This is an optimization exercise on Yosys and OpenROAD, whose aim is small area, not a production implementation. No functional check of the RTL was part of any run shown here. No activity file was given, so power comes from the tool's default toggle rates.

## flow/design.v

```verilog
`timescale 1ns / 1ps
module DigitalClock(
    input clk,  
    input rst,  
    input btnC, btnU, btnL, btnR, btnD,  
    input [2:0] sw,
    output reg [6:0] seg,
    output reg [3:0] an,
    output reg [0:0] led
    );
    reg [14:0] counter;
    reg [7:0]  d_counter;
    reg [1:0]  current_LED;
    reg [2:0]  Sec_t;   
    reg [3:0]  Sec_u;   
    wire [6:0] Seconds = {Sec_t, Sec_u};
    reg [3:0]  Minutes;
    reg        current_bit;
    reg        Current_Mode;       
    reg [6:0]  Seconds_alarm, Seconds_alarm_reset;
    reg [3:0]  Minutes_alarm, Minutes_alarm_reset;
    reg [3:0]  dig;                
    reg [3:0]  mem0, mem2;   
    reg [2:0]  mem1;         
    reg [1:0]  mem3;         
    reg [3:0]  seg_code;           
    wire full  = &counter;                                    
    wire tick  = Current_Mode & ((|counter[14:13]) | (&counter[12:0]));  
    wire sec_inc = full & (~Current_Mode | sw[0]);
    wire d_wrap = (d_counter == 8'd163);
    wire [1:0] cl_next = current_LED + {1'b0, d_wrap};
    wire S_pos   = |Seconds;
    wire S_ge60  = Sec_t[2] & Sec_t[1];
    wire [6:0] S_inc = (Sec_u == 4'd9) ? {Sec_t + 3'd1, 4'd0} : {Sec_t, Sec_u + 4'd1};
    wire [6:0] S_dec = (Sec_u == 4'd0) ? {Sec_t - 3'd1, 4'd9} : {Sec_t, Sec_u - 4'd1};
    wire M_gt1   = |Minutes[3:1];
    wire M_eq1   = (Minutes == 4'd1);
    wire M_ge12  = Minutes[3] & Minutes[2];
    reg [6:0] S1;
    reg [3:0] M1;
    always @* begin
        S1 = Seconds;
        M1 = Minutes;
        if (!Current_Mode) begin
            if (btnC) S1 = 7'h59;
        end else if (tick) begin
            if (!current_bit) begin
                if (btnU) S1 = S_inc;
                if (btnD) begin
                    if (S_pos) S1 = S_dec;
                    else if (M_gt1) begin M1 = Minutes - 4'd1; S1 = 7'h59; end
                    else if (M_eq1) begin M1 = 4'd12; S1 = 7'h59; end
                end
            end else begin
                if (btnU) M1 = Minutes + 4'd1;
                if (btnD) begin
                    if (M_gt1) M1 = Minutes - 4'd1;
                    else if (M_eq1) M1 = 4'd12;
                end
            end
            if (sw[2]) begin S1 = Seconds_alarm_reset; M1 = Minutes_alarm_reset; end
        end
        if (sec_inc) S1 = S_inc;
        if (S_ge60) begin S1 = 7'd0; M1 = Minutes + 4'd1; end
        if (M_ge12) M1 = 4'd0;
    end
    reg [3:0] dig_next;
    always @* begin
        case (cl_next)
            2'd0: dig_next = Sec_u;
            2'd1: dig_next = {1'b0, Sec_t};
            2'd2: dig_next = (Minutes == 4'd0 || Minutes >= 4'd12) ? 4'd2 : Minutes % 10;
            default: dig_next = (Minutes == 4'd0 || Minutes >= 4'd12) ? 4'd1 : Minutes / 10;
        endcase
    end
    reg [3:0] mem_cur;
    always @* begin
        case (current_LED)
            2'd0: mem_cur = mem0;
            2'd1: mem_cur = (&mem1) ? 4'd8 : {1'b0, mem1};
            2'd2: mem_cur = mem2;
            default: mem_cur = {mem3[1], 2'b00, mem3[0]};
        endcase
    end
    reg [6:0] pattern;
    always @* begin
        case (seg_code)
            4'd1: pattern = 7'b1111001;
            4'd2: pattern = 7'b0100100;
            4'd3: pattern = 7'b0110000;
            4'd4: pattern = 7'b0011001;
            4'd5: pattern = 7'b0010010;
            4'd6: pattern = 7'b0000010;
            4'd7: pattern = 7'b1111000;
            4'd8: pattern = 7'b0000000;
            4'd9: pattern = 7'b0011000;
            default: pattern = 7'b1000000;
        endcase
        seg = pattern;
    end
    always @(posedge clk) begin
        if (rst) begin
            counter <= 0;
            d_counter <= 0;
            current_LED <= 0;
            Sec_t <= 0;
            Sec_u <= 0;
            Minutes <= 0;
            current_bit <= 0;
            Current_Mode <= 1'b1;
            Seconds_alarm <= 0;
            Minutes_alarm <= 12;
            Seconds_alarm_reset <= 0;
            Minutes_alarm_reset <= 12;
            dig <= 0;
            mem0 <= 8; mem1 <= 7; mem2 <= 8; mem3 <= 2;
            seg_code <= 8;
            an <= 0;
            led <= 0;
        end else begin
            counter <= (tick & ~sw[0]) ? 15'd0 : counter + 15'd1;
            d_counter <= d_wrap ? 8'd0 : d_counter + 8'd1;
            current_LED <= cl_next;
            Current_Mode <= Current_Mode ^ btnC;
            if (!Current_Mode && btnC) current_bit <= 0;
            else if (tick && (btnL || btnR)) current_bit <= ~current_bit;
            if (Current_Mode && btnC) begin
                Seconds_alarm_reset <= Seconds;
                Minutes_alarm_reset <= Minutes;
            end
            if (tick && sw[1]) begin
                Seconds_alarm <= Seconds;
                Minutes_alarm <= Minutes;
            end
            if (tick && sw[0])
                led <= (Minutes_alarm == Minutes) && (Seconds_alarm == Seconds);
            {Sec_t, Sec_u} <= S1;
            Minutes <= M1;
            dig <= dig_next;
            case (current_LED)
                2'd0: mem0 <= dig;
                2'd1: mem1 <= dig[2:0] | {3{dig[3]}};
                2'd2: mem2 <= dig;
                default: mem3 <= {dig[3], dig[0]};
            endcase
            seg_code <= mem_cur;
            case (current_LED)
                2'd0: an <= 4'b1110;
                2'd1: an <= 4'b1101;
                2'd2: an <= 4'b1011;
                default: an <= 4'b0111;
            endcase
        end
    end
endmodule
```

## flow/run.sh

```bash
#!/bin/bash
# synth_recipe.tcl (not shown) runs the flow's synth.tcl, then flattens the netlist and writes it again
# the make line also repeats each setting of config.mk as NAME=value (left out here)
make -C /OpenROAD-flow-scripts/flow DESIGN_CONFIG=/design/flow/config.mk WORK_HOME=/design/flow/orfs CLKGATE_MAP_FILE= SYNTH_SCRIPT=/design/flow/synth_recipe.tcl finish
```

## flow/config.mk

```make
export PLATFORM = sky130hd
export DESIGN_NAME = DigitalClock
export DESIGN_NICKNAME = DigitalClock
export VERILOG_FILES = /design/flow/design.v
export SDC_FILE = /design/flow/constraint.sdc
export NUM_CORES = 4
export LEC_CHECK = 0
export ABC_AREA = 1
export CAP_MARGIN = 20
export CORE_MARGIN = 2
export CORE_UTILIZATION = 40
export SLEW_MARGIN = 20
```

## flow/constraint.sdc

```tcl
create_clock -name core_clock -period 10.0 [get_ports {clk}]
set_input_delay 2.0000 -clock core_clock [delete_from_list [all_inputs] [get_ports {clk}]]
set_output_delay 2.0000 -clock core_clock [all_outputs]
set_load 0.01 [all_outputs]
```

==> summary.txt, run 1 <==
Floorplan
The total die area is between 0.01 and 0.015 sq mm. For this configuration, the core starts out at a cell density of a little over 40%. From left edge to right edge, the die measures 114.7 um.

The count of boundary I/O pins is 22. The core region is 0.01201 sq mm. The height of the chip is 114.7 um.

The floorplan has 40 rows.

Place
The count of buffers inserted at the top-level ports is 21. The post-place setup slack is 4.956 ns. The congestion estimate from routability-driven global placement came to 0.9050.

The count of placed standard cells including taps is 854. The placed instance area is 0.005182 sq mm. Detailed placement ended at an HPWL of 8449 um.

Timing
The worst relative slew slack is 45.44%. For the pin with the worst max-slew slack, the measured transition is 0.8159 ns. The final critical path takes up 43.18% of the cycle. The number of failing setup endpoints in the final timing report is 0. Setup repair after global routing left no endpoint under its margin. The clock period could shrink to 4.318 ns.

In the final timing run, aggregate negative setup slack is 0 ns. Setup slack closes at 5.682 ns. The clock arrives with around 0.0093 ns of skew. The total count of hold-check failures in the final report was 0. The max-slew violation count is 0.

Derived from the worst setup path, the maximum achievable clock frequency is 231.6 MHz.

Finish
After filler insertion, the fill cell instance count of the layout stands at 1,205. The share of post-route cells with drive strength above 1 is 7.331%. The number of non-filler instances in the completed layout is 870. The number of diodes added for antenna fixing is 0.

The number of nets in the layout is about 750. After routing the design area is 0.005463 sq mm. Compared with the post-synthesis result, the final layout area differs by 11.43%.

Route
The count of TritonRoute iterations in the first routing pass is 5. Detailed routing inserted a total of 4,546 vias. The post-route DRC violation count is 0. The initial detailed-routing violation count is between 300 and 400.

The total routed wirelength is 11,900 um. The per-cell via count in the routed design is 5.225. In the final routed layout, each cell accounts on average for around 14 um. The number of nets still failing antenna checks after routing is 0.

Logic synthesis
The number of enable-type register cells in the synthesized netlist is 0. Counting flops and latches in the post-synthesis netlist gives 89. The register area share after synthesis is a little over a third. In the synthesized netlist the dominant register cell turns out to be sky130_fd_sc_hd__dfxtp_1. For this run, the number of Yosys warnings is 1.

The post-synthesis cell count is just over 700. The number of nets in the synthesized netlist is 739. The synthesized cell area is 0.004902 sq mm. The largest area contributor in the synthesized netlist is sky130_fd_sc_hd__dfxtp_1.

Each instance of the synthesized netlist takes up on average 6.914 sq um. By area the synthesized netlist is led by sky130_fd_sc_hd__dfxtp_1 36%, sky130_fd_sc_hd__nand2_1 11%, sky130_fd_sc_hd__nor2_1 8.1%. The library cell with the highest instance count after synthesis is sky130_fd_sc_hd__nand2_1. After synthesis, the share of flip-flops with an asynchronous set or reset is 0%. The number of unique standard cell types used by synthesis is 44.

The area fraction of the dominant cell type after synthesis is 36.35%. By count the netlist is led by 139 x sky130_fd_sc_hd__nand2_1, 106 x sky130_fd_sc_hd__nor2_1, 89 x sky130_fd_sc_hd__dfxtp_1, 77 x sky130_fd_sc_hd__inv_1, 53 x sky130_fd_sc_hd__o21ai_0.

Global route
Global routing used 3.812% of the available met3 tracks. The met2 track utilization from global routing is 31.64%. The all-layer global routing usage is 19.03%.

The leftover overflow at the end of global routing is 0. The routing usage on met1 is between 20 and 25%. The number of antenna violations at the first check in global routing is 0.

In this run the most used layer during global routing was met2. The via count of the first global-routing pass is approximately 4.3k. Entering global routing, the biggest net connects 40 pins. The first global-routing pass estimated 20,010 um of wire.

Min path
The launch instance of the worst min-delay path is counter[0]$_SDFF_PP0_. The worst hold-check path type is reg2reg.

Clocking
The H-tree was split into 3 levels. The total setup buffers inserted after CTS is 0. The cell at the root of the clock tree is sky130_fd_sc_hd__clkbuf_16.

Clock tree synthesis inserted a total of 9 buffers. Gates resized during post-CTS repair numbered 0. The CTS tree is yes.

The cts-stage hold buffer count is 0. The clock tree buffer depth is 2. The clock net in this run drives a total of 89 sinks.

The clock latency on the worst-skew pair is 0.35 ns. After clock tree synthesis, the clock-pin slew on the worst setup and hold paths is 0.07 ns.

Power and ir drop
The leakage component of the power is 0.002397 uW. The power after layout is 831.3 uW. The power per cell area is 152.2 mW/mm^2.

The worst voltage drop across the vdd grid is 0.0001151 V.

Critical path
The most critical setup path has its startpoint at rst. The maximum fanout encountered on the critical timing path is 39. STA classifies the critical path endpoint as a flop.

The data arrival time of the worst path is 4.60 ns. The startpoint-to-endpoint class of the critical path is in2reg. STA puts the critical path data required time at 10.28 ns. The critical path ends at seg[3]$_DFF_P_. The worst setup path is launched from an input port. Across all register-to-register paths, the minimum setup slack is 7.75 ns. The startpoint of the worst-slack reg-to-reg timing path is Sec_u[0]$_SDFFE_PP0P_.

The capturing point of the worst reg2reg path is Sec_t[0]$_SDFFE_PP0P_. The number of cells on the worst reg-to-reg path is 10.

Job
Across the run, the number of max-cap violations was 0.

Status
The run finished with no timing, DRC or antenna violations.
## report_power, final
part	switching [uW]	internal (uW)
Clock	152	172
Combinational	79.8	43.4
Sequential	16.7	368
Total	248	583
## worst min-delay path by stage
stage	end	slack (ns)	cells past startpoint
finish	counter[0]$_SDFF_PP0_	0.44	1
global route	d_counter[0]$_SDFF_PP0_	0.48	1
CTS	counter[0]$_SDFF_PP0_	0.44	1
detailed placement	counter[0]$_SDFF_PP0_	0.43	1
global placement	counter[0]$_SDFF_PP0_	0.42	1
floorplan	counter[0]$_SDFF_PP0_	0.41	1
## cell type report
class / instances / area [sq um] / share of cell area (%)
tap: 147 / 183.9 / 3.367
clock buffer: 10 / 229.0 / 4.191
sequential: 89 / 1782 / 32.62
inverter: 81 / 304.0 / 5.566
timing repair buffer: 21 / 210.2 / 3.848
clock inverter: 6 / 51.30 / 0.9391
multi-input combinational: 516 / 2703 / 49.47
## critical path: stages
cell and delay [ns]:
sky130_fd_sc_hd__clkdlybuf4s50_1 0.83, sky130_fd_sc_hd__inv_2 0.71, sky130_fd_sc_hd__nand2_1 0.11, sky130_fd_sc_hd__a21oi_1 0.33, sky130_fd_sc_hd__inv_1 0.12, sky130_fd_sc_hd__ha_1 0.32
sky130_fd_sc_hd__o21ai_0 0.16
## metrics by stage
step / util [%] / hold slack (ns)
6_report: 45.48 / 0.4401
3_5_place_dp: 43.15 / 0.4320
4_1_cts: 45.48 / 0.4439
5_1_grt: 45.48 / 0.4779
3_3_place_gp: 43.15 / 0.4247
2_1_floorplan: - / 0.4132
## metal layers
metal | wire [um] | part of all wire [%] | vias to the layer above
met5 | 0 | 0 | -
met4 | 196 | 1.6 | 0
met3 | 579 | 4.9 | 17
met2 | 5653 | 48 | 138
met1 | 5468 | 46 | 2080
li1 | - | - | 2311
## state kept, by name, indices dropped and copies added, names as in the netlist, 7 cells and up
signal	flops
Seconds_alarm	7
Seconds_alarm_reset	7
counter	15
d_counter	8
seg	7
## cell usage in the layout, fill, tap and decap left out, types with 10 or more instances in the layout
cell type                           n
sky130_fd_sc_hd__nand4_1           10
sky130_fd_sc_hd__nor2_1           106
sky130_fd_sc_hd__clkdlybuf4s50_1   21
sky130_fd_sc_hd__o21ai_0           53
sky130_fd_sc_hd__a21oi_1           44
sky130_fd_sc_hd__dfxtp_1           89
sky130_fd_sc_hd__nand3_1           47
sky130_fd_sc_hd__inv_1             76
sky130_fd_sc_hd__ha_1              20
sky130_fd_sc_hd__xor2_1            14
sky130_fd_sc_hd__nand2_1          139
sky130_fd_sc_hd__o211ai_1          10
## cell families (layout without fill, tap and decap cells)
group                    Yosys count  after routing  synth area share, %
AO/OA/AOI/OAI                    129            129                14.85
XOR/XNOR                          21             21                3.752
AND/OR/NAND/NOR                  346            346                31.42
flip-flops                        89             89                36.35
buffers and inverters            104            118                8.525
adder cells (fa/ha/maj)           20             20                5.105
==> run 2: changes to the inputs <==
--- a/flow/design.v
+++ b/flow/design.v
@@ -8,7 +8,8 @@
     output reg [3:0] an,
     output reg [0:0] led
     );
-    reg [14:0] counter;
+    reg [1:0]  cnt_hi;
+    reg [12:0] cnt_lo;
     reg [7:0]  d_counter;
     reg [1:0]  current_LED;
     reg [2:0]  Sec_t;   
@@ -24,10 +25,14 @@
     reg [2:0]  mem1;         
     reg [1:0]  mem3;         
     reg [3:0]  seg_code;           
-    wire full  = &counter;                                    
-    wire tick  = Current_Mode & ((|counter[14:13]) | (&counter[12:0]));  
+    wire lo_zero12 = ~|cnt_lo[11:0];
+    wire lo_last = cnt_lo[12] & lo_zero12;                    
+    wire [12:0] lo_next = {cnt_lo[11:0], cnt_lo[12] ^ cnt_lo[3] ^ cnt_lo[2] ^ cnt_lo[0] ^ lo_zero12};
+    wire full  = lo_last & (&cnt_hi);                         
+    wire tick  = Current_Mode & ((|cnt_hi) | lo_last);        
     wire sec_inc = full & (~Current_Mode | sw[0]);
-    wire d_wrap = (d_counter == 8'd163);
+    wire d_wrap = d_counter[1] & d_counter[2] & d_counter[3] & d_counter[4] & d_counter[6];
+    wire [7:0] d_next = {d_counter[6:0], ~(d_counter[7] ^ d_counter[3] ^ d_counter[2] ^ d_counter[1])};
     wire [1:0] cl_next = current_LED + {1'b0, d_wrap};
     wire S_pos   = |Seconds;
     wire S_ge60  = Sec_t[2] & Sec_t[1];
@@ -100,8 +105,9 @@
     end
     always @(posedge clk) begin
         if (rst) begin
-            counter <= 0;
-            d_counter <= 0;
+            cnt_hi <= 0;
+            cnt_lo <= 0;
+            d_counter <= 8'h60;
             current_LED <= 0;
             Sec_t <= 0;
             Sec_u <= 0;
@@ -118,8 +124,14 @@
             an <= 0;
             led <= 0;
         end else begin
-            counter <= (tick & ~sw[0]) ? 15'd0 : counter + 15'd1;
-            d_counter <= d_wrap ? 8'd0 : d_counter + 8'd1;
+            if (tick & ~sw[0]) begin
+                cnt_hi <= 0;
+                cnt_lo <= 0;
+            end else begin
+                cnt_hi <= cnt_hi + {1'b0, lo_last};
+                cnt_lo <= lo_next;
+            end
+            d_counter <= d_wrap ? 8'h60 : d_next;
             current_LED <= cl_next;
             Current_Mode <= Current_Mode ^ btnC;
             if (!Current_Mode && btnC) current_bit <= 0;
--- a/flow/config.mk
+++ b/flow/config.mk
@@ -5,8 +5,9 @@
 export SDC_FILE = /design/flow/constraint.sdc
 export NUM_CORES = 4
 export LEC_CHECK = 0
-export ABC_AREA = 1
 export CAP_MARGIN = 20
 export CORE_MARGIN = 2
 export CORE_UTILIZATION = 40
+export CTS_CLUSTER_DIAMETER = 500
+export CTS_CLUSTER_SIZE = 100
 export SLEW_MARGIN = 20
==> run 2 against run 1 <==
  * Wire length decreased by 9.0%
  * First-iteration DRC count is 7.6% lower
  * Sequential cell count is the same
  * Combinational power fell by 21%
  * Count of clock-buffer cells in the layout did not move
==> summary.txt, run 2 <==
Logic synthesis
The library cell with the highest instance count after synthesis is sky130_fd_sc_hd__dfxtp_1. The average size of a mapped cell is 8.576 sq um. The synthesized design contains 0 enable-type register cells. Synthesis handed over a netlist of 549 instances. The biggest area contributor in the post-synthesis netlist is sky130_fd_sc_hd__dfxtp_1. The commonest cells after synthesis are 89 x sky130_fd_sc_hd__dfxtp_1, 54 x sky130_fd_sc_hd__nand2_1, 43 x sky130_fd_sc_hd__nor2_1, 36 x sky130_fd_sc_hd__a21oi_1, 26 x sky130_fd_sc_hd__clkbuf_1. The number of storage elements in the synthesis netlist is around 90.

Sorting the synthesized cells by area gives the leading types as sky130_fd_sc_hd__dfxtp_1 38%, sky130_fd_sc_hd__ha_1 6.1%, sky130_fd_sc_hd__xnor2_1 4.5%. The total of warnings raised by yosys is 1. Counting flops with an async set or reset pin after synthesis yields a share of 0%. The most common flop cell mapped by yosys is sky130_fd_sc_hd__dfxtp_1. The synthesized cell area is 0.004708 sq mm. The register area share after synthesis is 37.84%. The synthesized netlist net count is 582. The number of unique standard cell types used by synthesis is between 60 and 70. The area fraction of the dominant cell type after synthesis is 37.84%.

Floorplan
The effective utilization at floorplan is 41.06%. The area of the core region is 0.01147 sq mm. The count of boundary I/O pins is 22. The total die area is 0.01265 sq mm. The die width is around 110 um. The height of the chip is approximately 110 um.

In this run the core area contains 39 standard-cell rows.

Timing
Setup repair after global routing left no endpoint under its margin. The worst relative slew slack is about 45%. The max-slew violation count is 0. After routing, the total negative slack on setup checks comes to 0 ns. The worst setup skew after layout is 0.006590 ns. The number of failing setup endpoints in the final timing report is 0.

The total count of hold-check failures in the final report came to 0. On the final layout, the worst hold slack is ~0.43 ns. The slew of the pin with the lowest slew margin is between 0.8 and 0.9 ns. Dividing the final minimum period by the clock period gives 40.78%. In the post-route analysis, the smallest setup slack over all paths is 5.922 ns. Derived from the worst setup path, the maximum achievable clock frequency is 245.2 MHz. The clock period could shrink to roughly 4 ns.

Min path
The min-delay analysis places its worst path in the category reg2reg. The worst hold path cell count is 1.

Power and ir drop
The leakage component of the power is 0.001981 uW. The part of the power in combinational logic is 11.2%. Dividing total power by cell area gives a power density of 163.7 mW/mm^2. The internal power of the cells totals 656.4 uW.

In this run the power spent charging and discharging nets is 211.1 uW. The portion of total power attributed to sequential cells is 44.6%. The share of total power dissipated in the clock network is 44.2%.

The worst voltage drop across the vdd grid is roughly 0.000082 V. The net switching share of the total power is approximately a quarter.

Finish
The share of post-route cells with drive strength above 1 is around 6.2%. In the final layout, the registers with the most flip-flops are cnt_lo: 13 flops, d_counter: 8 flops. Leaving out fill and tap cells, the most frequent cell in the layout is sky130_fd_sc_hd__dfxtp_1. The number of flip-flops under the largest register name is 13. The post-route cell area is 0.005298 sq mm. 0 antenna diodes ended up in the layout. After the flow finishes, the layout carries non-filler instances totaling 694. The largest register by flop count is cnt_lo. The area growth from synthesis to layout is 12.52%. In the layout the commonest cells are 89 x sky130_fd_sc_hd__dfxtp_1, 54 x sky130_fd_sc_hd__nand2_1, 43 x sky130_fd_sc_hd__nor2_1, 36 x sky130_fd_sc_hd__a21oi_1.

For this run, the post-layout net count is 580. The filler cells instantiated in the layout total 1,108.

Route
After detailed routing, the number of vias per cell comes to 5.572. The number of nets still failing antenna checks after routing is 0. The post-route DRC violation count is 0. The count of TritonRoute iterations in the first routing pass is 5. The initial detailed-routing violation count is 293.

The total routed wirelength is 10,830 um. Dividing the detail-routed wire length by the instance count gives 15.60 um. The number of vias after detailed routing is just under 4k.

Critical path
The critical path goes through clkdlybuf4s50_1 -> clkinv_1 -> nand2_1 -> nor3b_1 -> o221ai_2 -> a21oi_1 -> a211oi_1. The kind of end point of the critical path is a flop. For the worst flop-to-flop path, the logic depth is 8. The startpoint-to-endpoint class of the critical path is in2reg. For the worst setup path, the data required time is between 10 and 15 ns. On the critical path, the stage with the largest delay is an instance of sky130_fd_sc_hd__clkdlybuf4s50_1.

For this run, the slowest stage of the critical path takes 0.83 ns. The startpoint type of the worst setup path is an input port. The maximum fanout encountered on the critical timing path is 15. Data arrives at the worst endpoint at 4.32 ns.

Clocking
The cell at the root of the clock tree is sky130_fd_sc_hd__clkbuf_16. The total setup buffers inserted after CTS is 0. The clock tree buffer depth is 2. In this run the number of H-tree levels came out at 3. The cts-stage hold buffer count is 0. TritonCTS built the clock tree.

Once the clock tree was built, the resizer swapped 0 gates to a different size. Counting the buffers created by CTS gives 9. The CTS clock-pin slew for the worst setup and hold paths is 0.07 ns.

The clock net sink count is 89. The clock latency on the worst-skew pair is 0.34 ns.

Global route
The all-layer global routing usage is roughly 17%. The via count of the first global-routing pass is around 3.4k. The number of antenna violations at the first check in global routing came to 0. The leftover overflow at the end of global routing is 0. The first global-routing pass estimated 17,820 um of wire.

The largest net degree at the start of global routing is 51.

Place
The final RePlAce weighted congestion is 0.9666. The count of placed standard cells including taps is 679. During placement, the flow inserted port buffers numbering 21. The placed instance area is 0.004965 sq mm. Prior to clock tree synthesis, the placed netlist has a worst setup slack of ~5.6 ns.

The estimated wirelength of the detail-placed design is 7629 um.

Status
The flow ran to the end and the layout has no timing, DRC or antenna violations.

Job
The total of max-cap violations is 0.
## run 2: cell types whose count changed in the layout (fill, tap and decap cells not counted), moves of 11 or more
cell                      previous run  this run
sky130_fd_sc_hd__nand2_1           139        54
sky130_fd_sc_hd__nor2_1            106        43
sky130_fd_sc_hd__inv_1              76        19
sky130_fd_sc_hd__o21ai_0            53        21
sky130_fd_sc_hd__and2_1              0        24
sky130_fd_sc_hd__nand3_1            47        24
sky130_fd_sc_hd__mux2i_1             0        19
sky130_fd_sc_hd__xnor2_1             7        24
sky130_fd_sc_hd__nor2b_1             0        11
## run 2: final cells by class
| cell class | count | area (sq um) | share of cell area, % |
|---|---|---|---|
| Multi-Input combinational cell | 405 | 2716 | 51.28 |
| Sequential cell | 89 | 1782 | 33.63 |
| Clock buffer | 10 | 229.0 | 4.322 |
| Timing Repair Buffer | 22 | 212.7 | 4.015 |
| Tap cell | 143 | 178.9 | 3.377 |
| Clock inverter | 5 | 103.9 | 1.960 |
| Inverter | 20 | 75.07 | 1.417 |
## run 2: kinds of logic (layout without fill, tap and decap cells)
logic type                 count (synthesis)  in the layout  synth area share (%)
muxes                                     24             24                 5.713
DFF                                       89             89                 37.84
buffers and inverters                     55             57                 4.464
and+or+nand+nor                          207            207                 23.01
AOI/OAI and AO/OA                        122            122                 17.46
adders and majority gates                 23             23                 6.112
xor gates and xnor gates                  29             29                 5.395
## run 2: final timing paths
kind	slack, ns	from	end
max	5.92	sw[2]	Sec_t[2]$_SDFFE_PP0P_
max reg2reg	7.36	Minutes[1]$_SDFFE_PP0P_	Minutes[0]$_SDFFE_PP0P_
min reg2reg	0.43	d_counter[5]$_SDFF_PP1_	d_counter[6]$_SDFF_PP1_
min	0.43	d_counter[5]$_SDFF_PP1_	d_counter[6]$_SDFF_PP1_
## run 2: per-stage QoR
| stage | power [uW] | util, % |
|---|---|---|
| 2_1_floorplan | 464.0 | - |
| 3_3_place_gp | 490.0 | 43.30 |
| 3_5_place_dp | 491.5 | 43.30 |
| 4_1_cts | 872.7 | 46.20 |
| 5_1_grt | 899.6 | 46.20 |
| 6_report | 867.5 | 46.20 |
## run 2: worst max-delay path, delay by kind of cell
family | cells | cell delay [ns]
buf+inv | 2 | 1.26
compound gates | 3 | 0.65
simple gates | 2 | 0.40
## run 2: power groups by stage
stage	clock [uW]	sequential, uW	combinational (uW)
finish	383	387	96.9
global route	404	389	107
CTS	389	388	96.6
detailed placement	0	396	95.9
global placement	0	395	94.9
floorplan	0	384	80.3
## run 2: routing by layer
metal / GRT usage (%) / share of wire (%) / vias up
met1: 25.88 / 50 / 1801
met2: 25.98 / 43 / 125
met5: 0 / 0 / -
met4: 5.935 / 1.2 / 0
li1: - / - / 1931
met3: 2.322 / 5.5 / 10
==> run 3: changes to the inputs <==
--- a/flow/config.mk
+++ b/flow/config.mk
@@ -8,6 +8,7 @@
 export CAP_MARGIN = 20
 export CORE_MARGIN = 2
 export CORE_UTILIZATION = 40
+export CTS_BUF_LIST = sky130_fd_sc_hd__clkbuf_8
 export CTS_CLUSTER_DIAMETER = 500
 export CTS_CLUSTER_SIZE = 100
 export SLEW_MARGIN = 20
==> run 3 against run 2 <==
  * Largest power group unchanged
  * Cell count unchanged
  * First-iteration DRC count up 9.9%
  * Die area unchanged
  * Sequential cell count unchanged
  * Clock power shrank 23%
  * Hold slack improved by 0.0058 ns
  * Synthesized cell count stayed put
==> summary.txt, run 3 <==
Critical path
Broken down by cell family, the worst path's largest delay share belongs to buffers and inverters. On the worst path, the slowest cell contributes a delay of roughly 0.84 ns. Traced cell by cell, the critical path runs through clkdlybuf4s50_1 -> clkinv_1 -> nand2_1 -> nor3b_1 -> o221ai_2 -> a21oi_1 -> a211oi_1. The critical path depth is 7. On the critical path, the stage with the largest delay is an instance of sky130_fd_sc_hd__clkdlybuf4s50_1. The startpoint type of the worst setup path is an input port. For the worst setup path, the data arrival time is 4.34 ns. Along the worst path, the maximum fanout reaches 15.

The worst setup path is captured at a flop. The critical path is of the in2reg type. Together, buffers and inverters on the worst path number 2. STA puts the critical path data required time at 10.27 ns. Measured in cells, the most critical reg-to-reg path has a length of 8.

Clocking
The clock tree buffer depth is 2. The number of H-tree levels is 3. At the later pin of the worst-skew pair, clock insertion delay measures roughly 0.36 ns. Clock tree synthesis found a total of 89 sinks. The cts-stage hold buffer count is 0.

Clock tree synthesis inserted a total of 9 buffers. Once the clock tree was built, the resizer swapped 0 gates to a different size. Clock-pin slew was measured on the worst setup and hold paths at 0.09 ns. The number of setup buffers added after CTS is 0. The CTS tree is yes. The cell at the root of the clock tree is sky130_fd_sc_hd__clkbuf_8.

Finish
The register with the most flip-flops in the layout has 13 of them. The most frequent standard cell in the layout excluding fill and tap cells is sky130_fd_sc_hd__dfxtp_1. The top cell types in the final layout, fill and taps aside, are 89 x sky130_fd_sc_hd__dfxtp_1, 54 x sky130_fd_sc_hd__nand2_1, 43 x sky130_fd_sc_hd__nor2_1, 36 x sky130_fd_sc_hd__a21oi_1. After the flow finishes, the layout carries non-filler instances totaling slightly below 700. The repair_antennas step left the layout with diodes totalling 0.

The largest registers in the layout are cnt_lo: 13 flops, d_counter: 8 flops. The largest register by flop count is cnt_lo. The final cell utilization of the core is 45.31%. The layout filler cell count is 1,123. In the final layout, the share of cells above drive strength 1 is 6.171%.

Relative to the synthesized area, the layout overhead comes to 10.36%. For this run, the post-layout net count is 580.

Floorplan
The count of boundary I/O pins is 22. The die is around 110 um tall. The area of the core region is 0.01147 sq mm.

The total die area is 0.01265 sq mm. The floorplan has 39 rows. The effective utilization at floorplan is 41.06%. The die width is 112.5 um.

Place
In this run the tool buffered the top-level ports with 21 buffer cells. The count of placed standard cells including taps is 679. The post-place setup slack is 5.615 ns. The final RePlAce weighted congestion is between 0.9 and 1. The estimated wirelength of the detail-placed design is between 7000 and 8000 um.

Global route
The leftover overflow at the end of global routing is 0. The largest net degree at the start of global routing is 51. The first global-routing pass estimated 17,860 um of wire. The routing usage on met1 is between 20% and 30%. Global routing consumed, over all layers together, 17.45% of the routing resources. The met2 track utilization from global routing is 25.94%. The via count of the first global-routing pass is 3,448. The number of antenna violations at the first check in global routing is 0.

The global-route met3 utilization is 2.484%. met1 is the most crowded layer.

Timing
The total count of hold-check failures in the final report came to 0. Once routing completed, OpenROAD measured the worst setup slack at roughly 5.9 ns. Setup repair after global routing left no endpoint under its margin.

The number of failing setup endpoints in the final timing report is 0. The clock period minus worst slack is 4.073 ns. At the pin with the least slew margin, the transition time is 0.8224 ns. The highest attainable clock frequency is 245.5 MHz. The max-slew violation count is 0. In the final timing run, aggregate negative setup slack is 0 ns. Between clock sinks in the finished design, the worst skew comes to 0.01050 ns. The share of the cycle needed by the critical path after routing is 40.73%. The minimum hold slack is 0.4393 ns.

Measured against its own limit, the worst slew margin works out to 44.78%.

Route
The per-cell via count in the routed design is 5.572. The total routed wirelength is 10,840 um. The number of nets still failing antenna checks after routing is 0. The number of vias after detailed routing is about 3.9k. The initial detailed-routing violation count is 322. The count of TritonRoute iterations in the first routing pass is 5. For this run, design rule violations remaining after detail routing come to 0. The mean routed wirelength per cell is 15.62 um.

Logic synthesis
The register area share after synthesis is 37.84%. Averaged over all synthesized cells, the footprint is about 8.6 sq um. The synthesized cell area is 0.004708 sq mm. The largest area contributor in the synthesized netlist is sky130_fd_sc_hd__dfxtp_1. The number of storage elements in the synthesis netlist is 89. After synthesis, the largest family of logic cells by area is simple AND/OR/NAND/NOR gates.

The commonest cells after synthesis are 89 x sky130_fd_sc_hd__dfxtp_1, 54 x sky130_fd_sc_hd__nand2_1, 43 x sky130_fd_sc_hd__nor2_1, 36 x sky130_fd_sc_hd__a21oi_1, 26 x sky130_fd_sc_hd__clkbuf_1. The top cell type by area accounts for 37.84% of the synthesized area. The number of unique standard cell types used by synthesis is 65. The total of warnings raised by yosys is 1. Of the post-synthesis cell area, the part taken by muxes is 5.714%.

The post-synthesis adder-cell area fraction is 6.112%. The post-synthesis simple-gate area fraction is a little under a quarter. The synthesized netlist net count is 582. In the synthesized netlist the dominant register cell turns out to be sky130_fd_sc_hd__dfxtp_1. The synthesized design contains 0 enable-type register cells. Summing the areas of all xor and xnor instances in the mapped netlist gives under 10% of the synthesized area. Summing the areas of all compound-gate instances in the mapped netlist gives 17.46% of the synthesized area.

The post-synthesis cell count is 549. Sorting the synthesized cells by area gives the leading types as sky130_fd_sc_hd__dfxtp_1 38%, sky130_fd_sc_hd__ha_1 6.1%, sky130_fd_sc_hd__xnor2_1 4.5%. The async set-or-reset flop fraction in the synthesized netlist is 0%. The library cell with the highest instance count after synthesis is sky130_fd_sc_hd__dfxtp_1.

Min path
The worst hold path cell count is 1. The worst hold path belongs to the class reg2reg.

Power and ir drop
The leakage component of the power is 0.001939 uW. The worst voltage drop across the vdd grid is slightly below 0.00008 V. The power per cell area is 149.6 mW/mm^2.

Status
The flow ran to the end and the layout has no timing, DRC or antenna violations.

Job
The tool flagged a number of max-cap violations equal to 0.
[run 3: cell counts after synthesis]
No cell type changed its count.
[run 3: layer usage]
metal  up-vias  wire length (um)
li1       1928                 -
met3        14               545
met5         -                 0
met2       118              4575
met1      1807              5561
met4         0               159
[run 3: kinds of logic after synthesis]
group | after synthesis
adders and majority gates | 23
AOI/OAI and AO/OA | 122
buffers and inverters | 55
xor gates and xnor gates | 29
and+or+nand+nor | 207
DFF | 89
muxes | 24
[run 3: final timing paths]
path                                           endpoint               startpoint  slack (ns)
worst min register to register  d_counter[6]$_SDFF_PP1_  d_counter[5]$_SDFF_PP1_        0.44
worst min-delay path            d_counter[6]$_SDFF_PP1_  d_counter[5]$_SDFF_PP1_        0.44
worst max register to register  Minutes[0]$_SDFFE_PP0P_  Minutes[1]$_SDFFE_PP0P_        7.36
worst max-delay path              Sec_t[2]$_SDFFE_PP0P_                    sw[2]        5.93
[run 3: layout make-up]
class,count,area [sq um],area share (%)
Tap cell,143,178.9,3.443
Timing Repair Buffer,22,212.7,4.093
Inverter,20,75.07,1.445
Clock inverter,6,107.6,2.071
Multi-Input combinational cell,405,2716,52.28
Clock buffer,9,123.9,2.384
Sequential cell,89,1782,34.29
[run 3: power breakdown]
part | switching, uW | internal [uW] | leakage, uW | total, uW
Combinational | 51.2 | 46.0 | 0.00109 | 97.2
Sequential | 20.4 | 367 | 0.000723 | 387
Clock | 129 | 164 | 0.000121 | 293
Total | 201 | 577 | 0.00194 | 777
[run 3: through the flow]
| step | cell area, sq um | total power, uW |
|---|---|---|
| floorplan | 4708 | 464.0 |
| CTS | 5196 | 782.9 |
| detailed placement | 4965 | 491.5 |
| global route | 5196 | 810.7 |
| global placement | 4965 | 490.0 |
| finish | 5196 | 777.5 |
[run 3: worst register-to-register path: stages, from the launching register on]
cell,delay [ns]
sky130_fd_sc_hd__dfxtp_1,0.59
sky130_fd_sc_hd__inv_1,0.24
sky130_fd_sc_hd__ha_1,0.23
sky130_fd_sc_hd__nor2b_1,0.13
sky130_fd_sc_hd__o21ai_0,0.43
sky130_fd_sc_hd__nor2_1,0.11
sky130_fd_sc_hd__o31ai_1,0.42
sky130_fd_sc_hd__o21ai_0,0.18
sky130_fd_sc_hd__a211oi_1,0.24
==> run 4: changes to the inputs <==
--- a/flow/design.v
+++ b/flow/design.v
@@ -34,41 +34,35 @@
     wire d_wrap = d_counter[1] & d_counter[2] & d_counter[3] & d_counter[4] & d_counter[6];
     wire [7:0] d_next = {d_counter[6:0], ~(d_counter[7] ^ d_counter[3] ^ d_counter[2] ^ d_counter[1])};
     wire [1:0] cl_next = current_LED + {1'b0, d_wrap};
-    wire S_pos   = |Seconds;
+    wire S_zero  = ~|Seconds;
     wire S_ge60  = Sec_t[2] & Sec_t[1];
-    wire [6:0] S_inc = (Sec_u == 4'd9) ? {Sec_t + 3'd1, 4'd0} : {Sec_t, Sec_u + 4'd1};
-    wire [6:0] S_dec = (Sec_u == 4'd0) ? {Sec_t - 3'd1, 4'd9} : {Sec_t, Sec_u - 4'd1};
-    wire M_gt1   = |Minutes[3:1];
-    wire M_eq1   = (Minutes == 4'd1);
+    wire M_zero  = ~|Minutes;
     wire M_ge12  = Minutes[3] & Minutes[2];
-    reg [6:0] S1;
-    reg [3:0] M1;
-    always @* begin
-        S1 = Seconds;
-        M1 = Minutes;
-        if (!Current_Mode) begin
-            if (btnC) S1 = 7'h59;
-        end else if (tick) begin
-            if (!current_bit) begin
-                if (btnU) S1 = S_inc;
-                if (btnD) begin
-                    if (S_pos) S1 = S_dec;
-                    else if (M_gt1) begin M1 = Minutes - 4'd1; S1 = 7'h59; end
-                    else if (M_eq1) begin M1 = 4'd12; S1 = 7'h59; end
-                end
-            end else begin
-                if (btnU) M1 = Minutes + 4'd1;
-                if (btnD) begin
-                    if (M_gt1) M1 = Minutes - 4'd1;
-                    else if (M_eq1) M1 = 4'd12;
-                end
-            end
-            if (sw[2]) begin S1 = Seconds_alarm_reset; M1 = Minutes_alarm_reset; end
-        end
-        if (sec_inc) S1 = S_inc;
-        if (S_ge60) begin S1 = 7'd0; M1 = Minutes + 4'd1; end
-        if (M_ge12) M1 = 4'd0;
-    end
+    wire u9 = Sec_u[3] & Sec_u[0];
+    wire u0 = ~|Sec_u;
+    wire [6:0] S_inc = u9 ? {Sec_t + 3'd1, 4'd0} : {Sec_t, Sec_u + 4'd1};
+    wire [6:0] S_dec = u0 ? {(Sec_t == 3'd0) ? 3'd5 : Sec_t - 3'd1, 4'd9} : {Sec_t, Sec_u - 4'd1};
+    wire [3:0] M_inc = Minutes + 4'd1;
+    wire [3:0] M_dec = (Minutes == 4'd1) ? 4'd12 : Minutes - 4'd1;
+    wire restore = tick & sw[2];
+    wire bt   = tick & ~sw[2];                    
+    wire dS   = btnD & ~(S_zero & M_zero);        
+    wire zS   = rst | S_ge60;
+    wire sInc = ~zS & (sec_inc | (bt & ~current_bit & btnU & ~dS));
+    wire sSr  = ~zS & ~sec_inc & restore;
+    wire sDec = ~zS & ~sec_inc & bt & ~current_bit & dS;
+    wire s59  = ~zS & ~sec_inc & ~Current_Mode & btnC;
+    wire sHold = ~(zS | sInc | sSr | sDec | s59);
+    wire [6:0] S1 = ({7{sInc}} & S_inc) | ({7{sSr}} & Seconds_alarm_reset) | ({7{sDec}} & S_dec)
+                  | ({7{s59}} & 7'h59) | ({7{sHold}} & Seconds);
+    wire zM   = rst | M_ge12;
+    wire dM   = btnD & ~M_zero & (current_bit | S_zero);
+    wire mInc = ~zM & (S_ge60 | (bt & current_bit & btnU & ~btnD) | (bt & current_bit & btnU & M_zero));
+    wire mMr  = ~zM & ~S_ge60 & restore;
+    wire mDec = ~zM & ~S_ge60 & bt & dM;
+    wire mHold = ~(zM | mInc | mMr | mDec);
+    wire [3:0] M1 = ({4{mInc}} & M_inc) | ({4{mMr}} & Minutes_alarm_reset) | ({4{mDec}} & M_dec)
+                  | ({4{mHold}} & Minutes);
     reg [3:0] dig_next;
     always @* begin
         case (cl_next)
@@ -104,14 +98,13 @@
         seg = pattern;
     end
     always @(posedge clk) begin
+        {Sec_t, Sec_u} <= S1;    
+        Minutes <= M1;
         if (rst) begin
             cnt_hi <= 0;
             cnt_lo <= 0;
             d_counter <= 8'h60;
             current_LED <= 0;
-            Sec_t <= 0;
-            Sec_u <= 0;
-            Minutes <= 0;
             current_bit <= 0;
             Current_Mode <= 1'b1;
             Seconds_alarm <= 0;
@@ -146,8 +139,6 @@
             end
             if (tick && sw[0])
                 led <= (Minutes_alarm == Minutes) && (Seconds_alarm == Seconds);
-            {Sec_t, Sec_u} <= S1;
-            Minutes <= M1;
             dig <= dig_next;
             case (current_LED)
                 2'd0: mem0 <= dig;
==> flow/flow/run.sh (new file) <==
#!/bin/bash
# Own layout flow: the standard ORFS flow, with a smaller clock tree (one cluster,
# no dummy loads) and the smallest buffer cell on the ports.
set -euo pipefail
export BUFFER_PORTS_ARGS="-buffer_cell sky130_fd_sc_hd__buf_1"
export CTS_ARGS="-sink_clustering_enable -repair_clock_nets -sink_clustering_size 100 -sink_clustering_max_diameter 1000 -buf_list sky130_fd_sc_hd__clkbuf_16 -dont_use_dummy_load"
bash standard.sh finish > standard.log 2>&1
==> flow/standard.sh (new file) <==
#!/bin/bash
# synth_recipe.tcl (not shown) runs the flow's synth.tcl, then flattens the netlist and writes it again
# the make line also repeats each setting of config.mk as NAME=value (left out here)
make -C /OpenROAD-flow-scripts/flow DESIGN_CONFIG=/design/flow/config.mk WORK_HOME=/design/flow/orfs CLKGATE_MAP_FILE= SYNTH_SCRIPT=/design/flow/synth_recipe.tcl "${@:-finish}"
--- a/flow/config.mk
+++ b/flow/config.mk
@@ -8,7 +8,4 @@
 export CAP_MARGIN = 20
 export CORE_MARGIN = 2
 export CORE_UTILIZATION = 40
-export CTS_BUF_LIST = sky130_fd_sc_hd__clkbuf_8
-export CTS_CLUSTER_DIAMETER = 500
-export CTS_CLUSTER_SIZE = 100
 export SLEW_MARGIN = 20
removed: flow/run.sh
==> run 4 against run 3 <==
  * Still clean
  * Setup slack better by 0.23 ns
  * Sequential power is 1% higher
  * Combinational power is 4% higher
  * Critical path type unchanged
==> summary.txt, run 4 <==
Status
The flow ran to the end and the layout has no timing, DRC or antenna violations.

Critical path
The data required time of the worst path is 10.24 ns. The startpoint of the worst-slack reg-to-reg timing path is Minutes[1]$_DFF_P_. The number of cells on the worst reg-to-reg path is 8. The worst setup path endpoint is Sec_t[0]$_DFF_P_.

Among all stages on the critical path, the largest delay is contributed by sky130_fd_sc_hd__a2111oi_4. The endpoint identified for the worst register-to-register timing path is Sec_t[0]$_DFF_P_. Data on the critical path arrives at its endpoint at between 4 and 5 ns.

Walking the worst path, the cells encountered are clkbuf_2 -> buf_4 -> a21oi_1 -> and2_1 -> a21bo_1 -> a2111oi_4 -> o21ai_1 -> o311ai_1. The maximum fanout encountered on the critical timing path is 65. In this run the worst setup path begins at rst.

The worst setup path is launched from an input port. The startpoint-to-endpoint class of the critical path is in2reg. STA classifies the critical path endpoint as a flop. The flop-to-flop setup slack is around 7.3 ns. The largest stage delay on the critical path is 0.53 ns.

Timing
At the pin with the least slew margin, the transition time is 0.9547 ns. The highest attainable clock frequency is 260.2 MHz. Setup repair after global routing left no endpoint under its margin. In this run the tightest slew margin relative to its limit is 35.89%.

The max-slew violation count is 0. The worst path in the final design needs a cycle of about 3.8 ns, including I/O delays and setup. The worst setup margin is 6.157 ns.

The number of failing setup endpoints in the final timing report is 0. The share of the cycle needed by the critical path after routing is about two fifths. The setup TNS is 0 ns. The worst setup skew after layout is 0.01709 ns. The total count of hold-check failures in the final report is 0.

Finish
The number of antenna diodes in the final layout is 0. The post-route cell area is 0.004840 sq mm. The top cell types in the final layout, fill and taps aside, are 89 x sky130_fd_sc_hd__dfxtp_1, 45 x sky130_fd_sc_hd__nor2_1, 39 x sky130_fd_sc_hd__nand2_1, 37 x sky130_fd_sc_hd__a21oi_1. The largest register by flop count is cnt_lo. The share of post-route cells with drive strength above 1 is 5.964%. The area growth from synthesis to layout is 7.415%.

The number of non-filler instances in the completed layout is 643. Leaving out fill and tap cells, the most frequent cell in the layout is sky130_fd_sc_hd__dfxtp_1. The number of flip-flops under the largest register name is 13. The number of nets in the layout is between 500 and 600. The largest registers in the layout are cnt_lo: 13 flops, d_counter: 8 flops.

Route
The post-route DRC violation count is 0. The first detailed-routing pass took 4 iterations. The number of nets still failing antenna checks after routing is 0. The first routing iteration left ~220 violations. Dividing the detail-routed wire length by the instance count gives 14.67 um.

The detailed router placed 3,496 vias in this run. After detailed routing, the number of vias per cell comes to 5.437. The total routed wirelength is 9430 um.

Logic synthesis
After synthesis, flip-flops and latches occupy 39.54% of the total area. After synthesis, the largest area contributor takes up 39.54% of total cell area. Counting every net in the synthesized netlist gives 535. Dividing the synthesized area by the synthesized cell count gives between 8 and 9 sq um. Synthesis inferred 89 register bits. The synthesized netlist occupies a cell area of 0.004506 sq mm. The synthesized netlist contains 68 unique library cells.

Ranked by total cell area, the synthesized netlist is headed by sky130_fd_sc_hd__dfxtp_1 40%, sky130_fd_sc_hd__ha_1 5.8%, sky130_fd_sc_hd__mux2i_1 4.2%. The post-synthesis cell count is about 500. The library cell with the highest instance count after synthesis is sky130_fd_sc_hd__dfxtp_1. The total of warnings raised by yosys is 1. Among all flip-flop cells after synthesis, the most frequent one is sky130_fd_sc_hd__dfxtp_1. The largest total area in the synthesized netlist belongs to sky130_fd_sc_hd__dfxtp_1. The number of enable-type register cells in the synthesized netlist is 0. By count the netlist is led by 89 x sky130_fd_sc_hd__dfxtp_1, 45 x sky130_fd_sc_hd__nor2_1, 39 x sky130_fd_sc_hd__nand2_1, 37 x sky130_fd_sc_hd__a21oi_1. The async set-or-reset flop fraction in the synthesized netlist is 0%.

Global route
The largest net degree at the start of global routing is 66. The global-route wire length before repair is 15,990 um. The via count of the first global-routing pass is 3,226. For this run the aggregate overflow at the end of global routing stands at 0. The all-layer global routing usage is 16.95%. The number of antenna violations at the first check in global routing came to 0.

Floorplan
Measured along the y axis, the die boundary spans roughly 110 um. The number of rows in the core area is 38. 22 I/O pins were placed. The area of the core region is approximately 0.011 sq mm.

The total die area is 0.01213 sq mm. Once the floorplan was initialized, standard cells occupied roughly two fifths of the core. The die width is 110.1 um.

Power and ir drop
In this run the power density over the cells is approximately 160 mW/mm^2. Across the VDD grid, the largest voltage drop is roughly 0.00011 V. For this design the static power due to leakage is roughly 0.0019 uW. The power after layout is 770.6 uW.

Clocking
The clock net sink count is 89. The tree is rooted in a sky130_fd_sc_hd__clkbuf_16. The number of H-tree levels is 3.

TritonCTS built the clock tree. After clock tree synthesis, the repair step resized 0 gates. Clock latency on the worst-skew pair, taken at its later pin, is 0.34 ns. The cts-stage hold buffer count is 0. Buffers inserted during clock tree synthesis total 9. The clock tree buffer depth is 2. The CTS clock-pin slew for the worst setup and hold paths is 0.07 ns. The total setup buffers inserted after CTS is 0.

Place
The post-place setup slack is slightly below 6 ns. The count of buffers inserted at the top-level ports is 21. Summed over all nets, the half-perimeter wirelength after detailed placement is 6528 um.

At the end of routability-driven placement, the weighted congestion stood at between 0.8 and 0.9. In this run the cell area measured after placement is 0.004614 sq mm. Once placement completed, the tool counted placed cells totaling about 630.

Job
Max-cap violations in this run came to 0.

Min path
The worst hold-check path type is reg2reg.
## run 4: cell types whose count changed after synthesis, moves of 4 or more
cell / before / now
sky130_fd_sc_hd__a21oi_2: 0 / 4
sky130_fd_sc_hd__clkbuf_1: 26 / 20
sky130_fd_sc_hd__o31ai_1: 5 / 1
sky130_fd_sc_hd__nand2_1: 54 / 39
sky130_fd_sc_hd__and2_1: 24 / 19
sky130_fd_sc_hd__a211o_1: 3 / 8
sky130_fd_sc_hd__o21a_1: 4 / 0
sky130_fd_sc_hd__o21ai_1: 0 / 4
sky130_fd_sc_hd__a31oi_1: 6 / 1
sky130_fd_sc_hd__buf_1: 6 / 2
sky130_fd_sc_hd__nor4_1: 6 / 2
sky130_fd_sc_hd__inv_1: 19 / 15
sky130_fd_sc_hd__xnor2_1: 24 / 20
sky130_fd_sc_hd__o21ai_0: 21 / 13
## run 4: worst max-delay path: cells and delay by family
family | cells | cell delay, ns
buffers and inverters | 2 | 0.57
AO/OA/AOI/OAI | 5 | 1.21
AND/OR/NAND/NOR | 1 | 0.28
## run 4: how the worst min path moves through the flow
stage                                       start                      end  slack, ns  cells past startpoint
after floorplan           d_counter[5]$_SDFF_PP1_  d_counter[6]$_SDFF_PP1_       0.39                      1
after global placement    d_counter[5]$_SDFF_PP1_  d_counter[6]$_SDFF_PP1_       0.40                      1
after detailed placement  d_counter[5]$_SDFF_PP1_  d_counter[6]$_SDFF_PP1_       0.40                      1
after CTS                 d_counter[5]$_SDFF_PP1_  d_counter[6]$_SDFF_PP1_       0.43                      1
after global routing      d_counter[5]$_SDFF_PP1_  d_counter[6]$_SDFF_PP1_       0.45                      1
final                     d_counter[5]$_SDFF_PP1_  d_counter[6]$_SDFF_PP1_       0.42                      1
## run 4: kinds of logic (layout without fill, tap and decap cells)
kind of cell | count (synthesis) | count (layout) | share of synthesized area [%]
multiplexers | 22 | 22 | 5.221
XOR/XNOR | 23 | 23 | 4.471
adder cells (fa/ha/maj) | 21 | 21 | 5.832
AND/OR/NAND/NOR | 188 | 188 | 22.85
AO/OA/AOI/OAI | 113 | 113 | 17.33
flip-flops | 89 | 89 | 39.54
buffers and inverters | 48 | 47 | 4.749
## run 4: where the power goes
group,leakage (uW),total [uW],switching (uW),internal (uW)
clock,0.000111,279,121,158
combinational,0.00105,101,55.2,46.0
sequential,0.000723,391,21.0,370
total,0.00189,771,197,574
## run 4: layout make-up
type	instances	area (sq um)
Multi-Input combinational cell	367	2510
Timing Repair Buffer	22	87.58
Fill cell	1077	6096
Inverter	16	60.06
Sequential cell	89	1782
Clock buffer	9	225.2
Tap cell	140	175.2
## run 4: layer usage
metal,up-vias,global-route usage [%],share of wire [%]
li1,1778,-,-
met2,66,26.69,47
met5,-,0,0
met4,0,5.804,1.7
met1,1643,22.30,48
met3,9,4.762,3.9
## run 4: through the flow
stage,util (%),hold slack (ns)
floorplan,-,0.3899
global placement,42.20,0.3984
detailed placement,42.20,0.3970
CTS,44.26,0.4301
global route,44.26,0.4491
finish,44.26,0.4245
==> run 5: changes to the inputs <==
--- a/flow/design.v
+++ b/flow/design.v
@@ -81,21 +81,15 @@
             default: mem_cur = {mem3[1], 2'b00, mem3[0]};
         endcase
     end
-    reg [6:0] pattern;
+    wire [3:0] c = seg_code;
     always @* begin
-        case (seg_code)
-            4'd1: pattern = 7'b1111001;
-            4'd2: pattern = 7'b0100100;
-            4'd3: pattern = 7'b0110000;
-            4'd4: pattern = 7'b0011001;
-            4'd5: pattern = 7'b0010010;
-            4'd6: pattern = 7'b0000010;
-            4'd7: pattern = 7'b1111000;
-            4'd8: pattern = 7'b0000000;
-            4'd9: pattern = 7'b0011000;
-            default: pattern = 7'b1000000;
-        endcase
-        seg = pattern;
+        seg[0] = (~c[0] & ~c[1] & c[2]) | (c[0] & ~c[1] & ~c[2] & ~c[3]);
+        seg[1] = c[2] & (c[0] ^ c[1]);
+        seg[2] = ~c[0] & c[1] & ~c[2];
+        seg[3] = (c[0] & ~c[1] & ~c[2]) | (~c[0] & ~c[1] & c[2]) | (c[0] & c[1] & c[2]);
+        seg[4] = c[0] | (~c[1] & c[2]);
+        seg[5] = (c[0] & c[1]) | (c[1] & ~c[2]) | (c[0] & ~c[2] & ~c[3]);
+        seg[6] = (c[0] & c[1] & c[2]) | (~c[1] & ~c[2] & ~c[3]);
     end
     always @(posedge clk) begin
         {Sec_t, Sec_u} <= S1;    
==> flow/flow/run.sh (replaced) <==
#!/bin/bash
# Own layout flow: the standard ORFS flow with a smaller clock tree (small leaf
# buffers, no dummy loads) and the smallest buffer cell on the ports.
set -euo pipefail
export BUFFER_PORTS_ARGS="-buffer_cell sky130_fd_sc_hd__buf_1"
export CTS_ARGS="-sink_clustering_enable -repair_clock_nets -sink_clustering_size 100 -sink_clustering_max_diameter 1000 -root_buf sky130_fd_sc_hd__clkbuf_16 -buf_list sky130_fd_sc_hd__clkbuf_4 -dont_use_dummy_load"
bash standard.sh finish > standard.log 2>&1
==> run 5 against run 4 <==
  * Clock power fell by 1%
  * Total power fell by 9.5%
  * Sequential cell count fell by 3
  * Hold slack lost 0.011 ns
  * Sequential share of layout area rose by 0.77 points
  * Sequential power fell by 7.2%
  * Combinational power is 41% lower
  * Final area down 5.4%
  * First-iteration DRC count grew 13%
  * Critical path type unchanged
  * Critical endpoint is now Sec_t[2]$_DFF_P_
  * Highest routed layer unchanged
==> summary.txt, run 5 <==
Logic synthesis
The area fraction in compound gates after synthesis is 16.39%. The number of enable-type register cells in the synthesized netlist is 0. Summing the sequential cell areas from Yosys gives 40.93% of the chip area. The synthesized design contains 86 register bits.

The area fraction of the dominant cell type after synthesis is between 40 and 50%. The average size of a mapped cell is approximately 8.7 sq um. The largest area contributor in the synthesized netlist is sky130_fd_sc_hd__dfxtp_1. Summing the areas of all fa, ha and maj instances in the mapped netlist gives 5.949% of the synthesized area.

The synthesized netlist devotes 24.48% of its cell area to simple gates. The total of warnings raised by yosys is 1. In the post-synthesis netlist, the biggest area contributors are sky130_fd_sc_hd__dfxtp_1 41%, sky130_fd_sc_hd__ha_1 5.9%, sky130_fd_sc_hd__a21oi_1 5.4%. Measured against the total synthesized area, the mux share comes to 3.688%. Counting every net in the synthesized netlist gives slightly above 500.

The most common flop cell mapped by yosys is sky130_fd_sc_hd__dfxtp_1. The combinational family with the most area after synthesis is simple AND/OR/NAND/NOR gates. The post-synthesis cell count is roughly 490.

The fraction of synthesized cell area in xor and xnor cells is 4.372%. The number of unique standard cell types used by synthesis is 62. In this run the cell area of the synthesized design comes to 0.004207 sq mm. The async set-or-reset flop fraction in the synthesized netlist is 0%. The commonest cells after synthesis are 86 x sky130_fd_sc_hd__dfxtp_1, 60 x sky130_fd_sc_hd__nor2_1, 45 x sky130_fd_sc_hd__a21oi_1, 34 x sky130_fd_sc_hd__nand2_1, 22 x sky130_fd_sc_hd__clkbuf_1.

The library cell with the highest instance count after synthesis is sky130_fd_sc_hd__dfxtp_1.

Power and ir drop
VDD sags by at most 0.00007106 V. Total power for the finished layout comes to roughly 700 uW. Dividing total power by cell area gives a power density of 152.2 mW/mm^2. Summed over all cells, the static leakage comes to 0.001724 uW.

Clocking
The number of hold buffers added after CTS was 0. The number of instances resized during post-cts repair is 0. TritonCTS created 9 clock buffers. TritonCTS built the clock tree. The total setup buffers inserted after CTS is 0. The number of H-tree levels is 3.

The root buffer cell chosen for the clock tree is sky130_fd_sc_hd__clkbuf_16. Clock tree synthesis found a total of 86 sinks. The CTS clock-pin slew for the worst setup and hold paths is 0.05 ns. The later pin in the worst-skew pair is clocked with a latency of 0.33 ns. Counting along the longest clock path gives a buffer depth of 2.

Job
The total of max-cap violations is 0.

Floorplan
The effective utilization at floorplan is between 40 and 50%. In this run the vertical extent of the chip is 106.6 um. The die width is around 110 um.

In this run the core area contains 37 standard-cell rows. 22 I/O pins were placed. The area of the core region is 0.01028 sq mm. The total die area is ~0.011 sq mm.

Timing
The slew of the pin with the lowest slew margin is 0.9493 ns. Clock skew on the completed layout was measured at 0.01397 ns. The total count of hold-check failures in the final report is 0. The setup TNS is 0 ns. The max-slew violation count is 0.

Based on the critical path, the design can be clocked at up to ~240 MHz. The worst path needs around 4 ns of the cycle, external delays included. Setup repair after global routing left no endpoint under its margin. Setup violations remaining at the end of the flow were counted as 0. Measured against its own limit, the worst slew margin works out to roughly 36%. Dividing the final minimum period by the clock period gives 41.01%. On the final layout, the worst hold slack is between 0.4 and 0.5 ns.

Finish
The final layout contains 521 nets. The finished cells cover 0.004581 sq mm. The largest registers in the layout are cnt_lo: 13 flops, d_counter: 8 flops. From synthesis to final layout, the design area changed by 8.893%. In the layout the commonest cells are 86 x sky130_fd_sc_hd__dfxtp_1, 60 x sky130_fd_sc_hd__nor2_1, 45 x sky130_fd_sc_hd__a21oi_1, 34 x sky130_fd_sc_hd__nand2_1. cnt_lo holds more flip-flops than any other register. Cells with a size suffix above 1 make up 6.544% of the layout. The number of diodes added for antenna fixing is 0. After filler insertion, the fill cell instance count of the layout stands at 1,056.

The register with the most flip-flops in the layout has 13 of them. The most frequent standard cell in the layout excluding fill and tap cells is sky130_fd_sc_hd__dfxtp_1.

Critical path
The number of cells on the worst reg-to-reg path is 9. The startpoint type of the worst setup path is an input port. The kind of end point of the critical path is a flop. The worst setup path is of the in2reg kind.

Data arrives at the worst endpoint at about 4.3 ns. Along the worst path, the maximum fanout reaches 64. The data required time of the worst path is 10.19 ns.

Global route
The all-layer global routing usage is 16.42%. The number of antenna violations at the first check in global routing is 0. After global routing the overflow that remains totals 0. The largest net degree at the start of global routing is 65. The global-route wire length before repair is 15,010 um.

The via count of the first global-routing pass is roughly 3.1k.

Place
The estimated wirelength of the detail-placed design is 6072 um. The final RePlAce weighted congestion is around 0.8. The count of buffers inserted at the top-level ports is 21. The placed instance area is 0.004355 sq mm.

Route
In the routed layout, each cell is associated on average with a via count of around 5.3. The total routed wirelength is 8689 um. The mean routed wirelength per cell is 13.90 um. The post-route DRC violation count is 0. The detail route stage leaves a number of antenna-violating nets equal to 0. The number of vias after detailed routing is 3,286. The count of TritonRoute iterations in the first routing pass is 4. The detailed router finished its first iteration with 246 violations.

Min path
The worst hold-check path type is reg2reg. The worst hold path cell count is 1.

Status
The run finished with no timing, DRC or antenna violations.
[run 5: metal layers]
| metal | up-vias | GRT usage (%) | part of all wire, % |
|---|---|---|---|
| met2 | 56 | 26.33 | 46 |
| met1 | 1529 | 22.14 | 50 |
| met4 | 0 | 5.844 | 1.1 |
| met5 | - | 0 | 0 |
| met3 | 9 | 3.004 | 3.3 |
| li1 | 1692 | - | - |
[run 5: where the power goes]
| group | internal [uW] | switching, uW | leakage [uW] |
|---|---|---|---|
| sequential | 353 | 9.68 | 0.000699 |
| combinational | 27.9 | 31.5 | 0.000915 |
| clock | 158 | 117 | 0.000111 |
| total | 539 | 158 | 0.00172 |
[run 5: layout make-up]
class                           instances  area, sq um  share of cell area (%)
Sequential cell                        86         1722                   37.59
Tap cell                              136        170.2                   3.715
Multi-Input combinational cell        354         2308                   50.40
Clock buffer                            9        225.2                   4.917
Timing Repair Buffer                   22        87.58                   1.912
Inverter                               18        67.56                   1.475
[run 5: cell families after synthesis]
group                    count (synthesis)
flip-flops                              86
buffers and inverters                   45
multiplexers                            13
AND/OR/NAND/NOR                        192
adder cells (fa/ha/maj)                 20
XOR/XNOR                                21
AO/OA/AOI/OAI                          108
[run 5: worst paths after layout]
check                          start  slack, ns                       to
max                              rst       5.90         Sec_t[2]$_DFF_P_
min reg2reg  d_counter[5]$_SDFF_PP1_       0.41  d_counter[6]$_SDFF_PP1_
max reg2reg       Minutes[1]$_DFF_P_       7.06         Sec_t[2]$_DFF_P_
min          d_counter[5]$_SDFF_PP1_       0.41  d_counter[6]$_SDFF_PP1_
[run 5: per-stage QoR]
| step | setup WS [ns] | instances | util [%] |
|---|---|---|---|
| global route | 5.725 | 625 | 44.57 |
| finish | 5.899 | 625 | 44.57 |
| floorplan | 6.086 | 485 | - |
| CTS | 5.907 | 625 | 44.57 |
| global placement | 5.657 | 616 | 42.38 |
| detailed placement | 5.565 | 616 | 42.38 |
[run 5: critical path, stage by stage]
cell and delay (ns):
sky130_fd_sc_hd__clkbuf_2 0.08, sky130_fd_sc_hd__buf_4 0.30, sky130_fd_sc_hd__or2_4 0.35, sky130_fd_sc_hd__or3_4 0.35
sky130_fd_sc_hd__nor4b_4 0.58, sky130_fd_sc_hd__nor4b_2 0.21, sky130_fd_sc_hd__a221oi_1 0.26, sky130_fd_sc_hd__o2111ai_1 0.13
==> run 6: changes to the inputs <==
==> flow/flow/run.sh (replaced) <==
#!/bin/bash
# Own layout flow: the standard ORFS flow with a smaller clock tree (small leaf
# buffers, no dummy loads) and the smallest buffer cell on the ports.
set -euo pipefail
export BUFFER_PORTS_ARGS="-buffer_cell sky130_fd_sc_hd__buf_1"
export CTS_ARGS="-sink_clustering_enable -repair_clock_nets -sink_clustering_size 100 -sink_clustering_max_diameter 1000 -root_buf sky130_fd_sc_hd__clkbuf_8 -buf_list sky130_fd_sc_hd__clkbuf_2 -dont_use_dummy_load"
bash standard.sh finish > standard.log 2>&1
==> run 6 against run 5 <==
  * Die area unchanged
  * Non-clock buffer count did not move
  * Sequential power is essentially flat
  * Count of clock-buffer cells in the layout stayed put
  * Critical endpoint is now Sec_u[1]$_DFF_P_
  * Setup slack got worse by 0.014 ns
  * Via count is 0.33% higher
  * Core utilization shrank 0.99 points
  * Clock power decreased by 32%
  * Final area is 2.2% lower
==> summary.txt, run 6 <==
Status
The flow ran to the end and the layout has no timing, DRC or antenna violations.

Power and ir drop
The power after layout is 609.0 uW. Summed over all cells, the static leakage comes to 0.001678 uW. In this run the power density over the cells is 136.0 mW/mm^2.

Finish
The layout has 1,070 filler cells. The net count of the finished layout is 521. The largest registers in the layout are cnt_lo: 13 flops, d_counter: 8 flops.

Of the cells placed in the final design, the portion with a size suffix greater than 1 is around 6.5%. The repair_antennas step left the layout with diodes totalling 0. The final cell utilization of the core is 43.58%.

Critical path
The maximum fanout encountered on the critical timing path is 64. The startpoint-to-endpoint class of the critical path is in2reg. The data required time of the worst path is ~10 ns.

Clocking
The clock reaches the later pin of the worst-skew pair after 0.35 ns. TritonCTS built the clock tree. The number of clock buffers inserted by TritonCTS is 9. The number of H-tree levels is 3. CTS saw 86 sinks. The cts-stage hold buffer count is 0. The CTS clock-pin slew for the worst setup and hold paths is about 0.060 ns.

Logic synthesis
The number of different library cells used by synthesis comes to 62. The synthesized design contains 0 enable-type register cells. The post-synthesis cell count is just under 500. The synthesized cell area is 0.004207 sq mm.

In the synthesized netlist the async set-or-reset flop fraction comes to 0%. The area fraction of the dominant cell type after synthesis is 40.93%. The largest area contributor in the synthesized netlist is sky130_fd_sc_hd__dfxtp_1.

Route
The first TritonRoute pass finished after 5 iterations. After detailed routing, the total wire length is approximately 8700 um. The post-route DRC violation count is 0.

The initial detailed-routing violation count is 248. The mean routed wirelength per cell is 13.88 um.

Timing
The worst setup skew after layout is ~0.027 ns. The share of the cycle needed by the critical path after routing is around 40%. The highest attainable clock frequency is 243.0 MHz. The max-slew violation count is 0.

Floorplan
The floorplan step defined a core boundary enclosing 0.01028 sq mm. The effective utilization at floorplan is 40.93%. The floorplan step defined a die boundary enclosing 0.01135 sq mm. The number of rows in the core area is 37. The die width is 106.6 um. The count of boundary I/O pins is 22.

Global route
The number of antenna violations at the first check in global routing came to 0. The leftover overflow at the end of global routing is 0. Entering global routing, the biggest net connects 65 pins. The via count of the first global-routing pass is roughly 3.1k.

Min path
The tightest min-delay check is of the reg2reg type.

Place
The estimated wirelength of the detail-placed design is 6072 um.

Job
Max-cap violations in this run came to 0.
==> run 6: cell counts after synthesis <==
No cell type changed its count.
==> run 6: cell type report <==
cell class	count	area [sq um]	share of cell area, %
clock buffer	9	123.9	2.765
sequential	86	1722	38.44
multi-input combinational	354	2308	51.54
tap	136	170.2	3.799
timing repair buffer	22	87.58	1.955
inverter	18	67.56	1.508
==> run 6: per-stage QoR <==
stage / cells / cell area, sq um
global placement: 616 / 4355
global route: 625 / 4479
detailed placement: 616 / 4355
floorplan: 485 / 4207
finish: 625 / 4479
CTS: 625 / 4479
==> run 6: report_power, final <==
part | switching, uW | total (uW) | internal [uW]
Sequential | 9.66 | 363 | 353
Combinational | 31.6 | 59.5 | 27.9
Clock | 106 | 187 | 80.7
Total | 147 | 609 | 462
==> run 6: final timing paths <==
kind	from	cells after the start	to	slack, ns
worst max register to register	Minutes[1]$_DFF_P_	9	Sec_t[2]$_DFF_P_	7.05
worst min register to register	d_counter[5]$_SDFF_PP1_	1	d_counter[6]$_SDFF_PP1_	0.42
worst min-delay path	d_counter[5]$_SDFF_PP1_	1	d_counter[6]$_SDFF_PP1_	0.42
worst max-delay path	rst	8	Sec_u[1]$_DFF_P_	5.88
==> run 6: kinds of logic (layout without fill, tap and decap cells) <==
family	Yosys count	after routing	synth area share, %
buffers and inverters	45	49	4.194
AND/OR/NAND/NOR	192	192	24.48
multiplexers	13	13	3.688
XOR/XNOR	21	21	4.372
adder cells (fa/ha/maj)	20	20	5.949
AO/OA/AOI/OAI	108	108	16.39
flip-flops	86	86	40.93
==> run 6: routing by layer <==
| metal | GRT usage [%] | vias to the layer above | share of wire, % |
|---|---|---|---|
| met4 | 6.401 | 0 | 0.97 |
| met5 | 0 | - | 0 |
| met3 | 2.452 | 8 | 3.2 |
| met2 | 26.05 | 66 | 45 |
| met1 | 21.89 | 1530 | 51 |
| li1 | - | 1693 | - |
==> run 6: critical path, stage by stage <==
cell and delay, ns:
sky130_fd_sc_hd__clkbuf_2 0.08, sky130_fd_sc_hd__buf_4 0.31, sky130_fd_sc_hd__or2_4 0.35, sky130_fd_sc_hd__or3_4 0.35, sky130_fd_sc_hd__nor4b_4 0.60, sky130_fd_sc_hd__nor4b_2 0.21, sky130_fd_sc_hd__a222oi_1 0.32, sky130_fd_sc_hd__nand2_1 0.08

[static timing again, ports no longer ideal]
The results above use ideal ports. As a check the final layouts listed here were re-extracted and re-timed, cells and wires unchanged. Step 1, drivers: a clkbuf_16 drives clk and a buf_2 each remaining input, both assumed. Step 2 adds t to the input delays and takes it off the output delays; t is the mean of the earliest and latest rising clock arrival at the registers after step 1. Input paths then give back, and output paths get back, about the clock's delay inside the block. a / b / c = no drivers / after step 1 / after step 2; a / b = the first two.
run	t, ns	setup WS [ns]	latest minus earliest clock arrival (ns)	worst register clock-pin slew, ns
run 1	0.387	5.682 / 5.698 / 5.311	0.010 / 0.009	0.07 / 0.07
run 2	0.371	5.922 / 5.939 / 5.568	0.008 / 0.007	0.07 / 0.07
run 3	0.386	5.927 / 5.939 / 5.554	0.011 / 0.011	0.09 / 0.09
run 4	0.377	6.157 / 6.175 / 5.799	0.017 / 0.017	0.07 / 0.07
run 5	0.359	5.899 / 5.914 / 5.555	0.015 / 0.015	0.06 / 0.06
run 6	0.365	5.885 / 5.894 / 5.529	0.027 / 0.027	0.09 / 0.09
After both steps setup and hold are still met in every run listed. For run 3, which loses most, drivers alone change the setup slack by +0.012 ns; drivers and shift together by -0.373 ns.
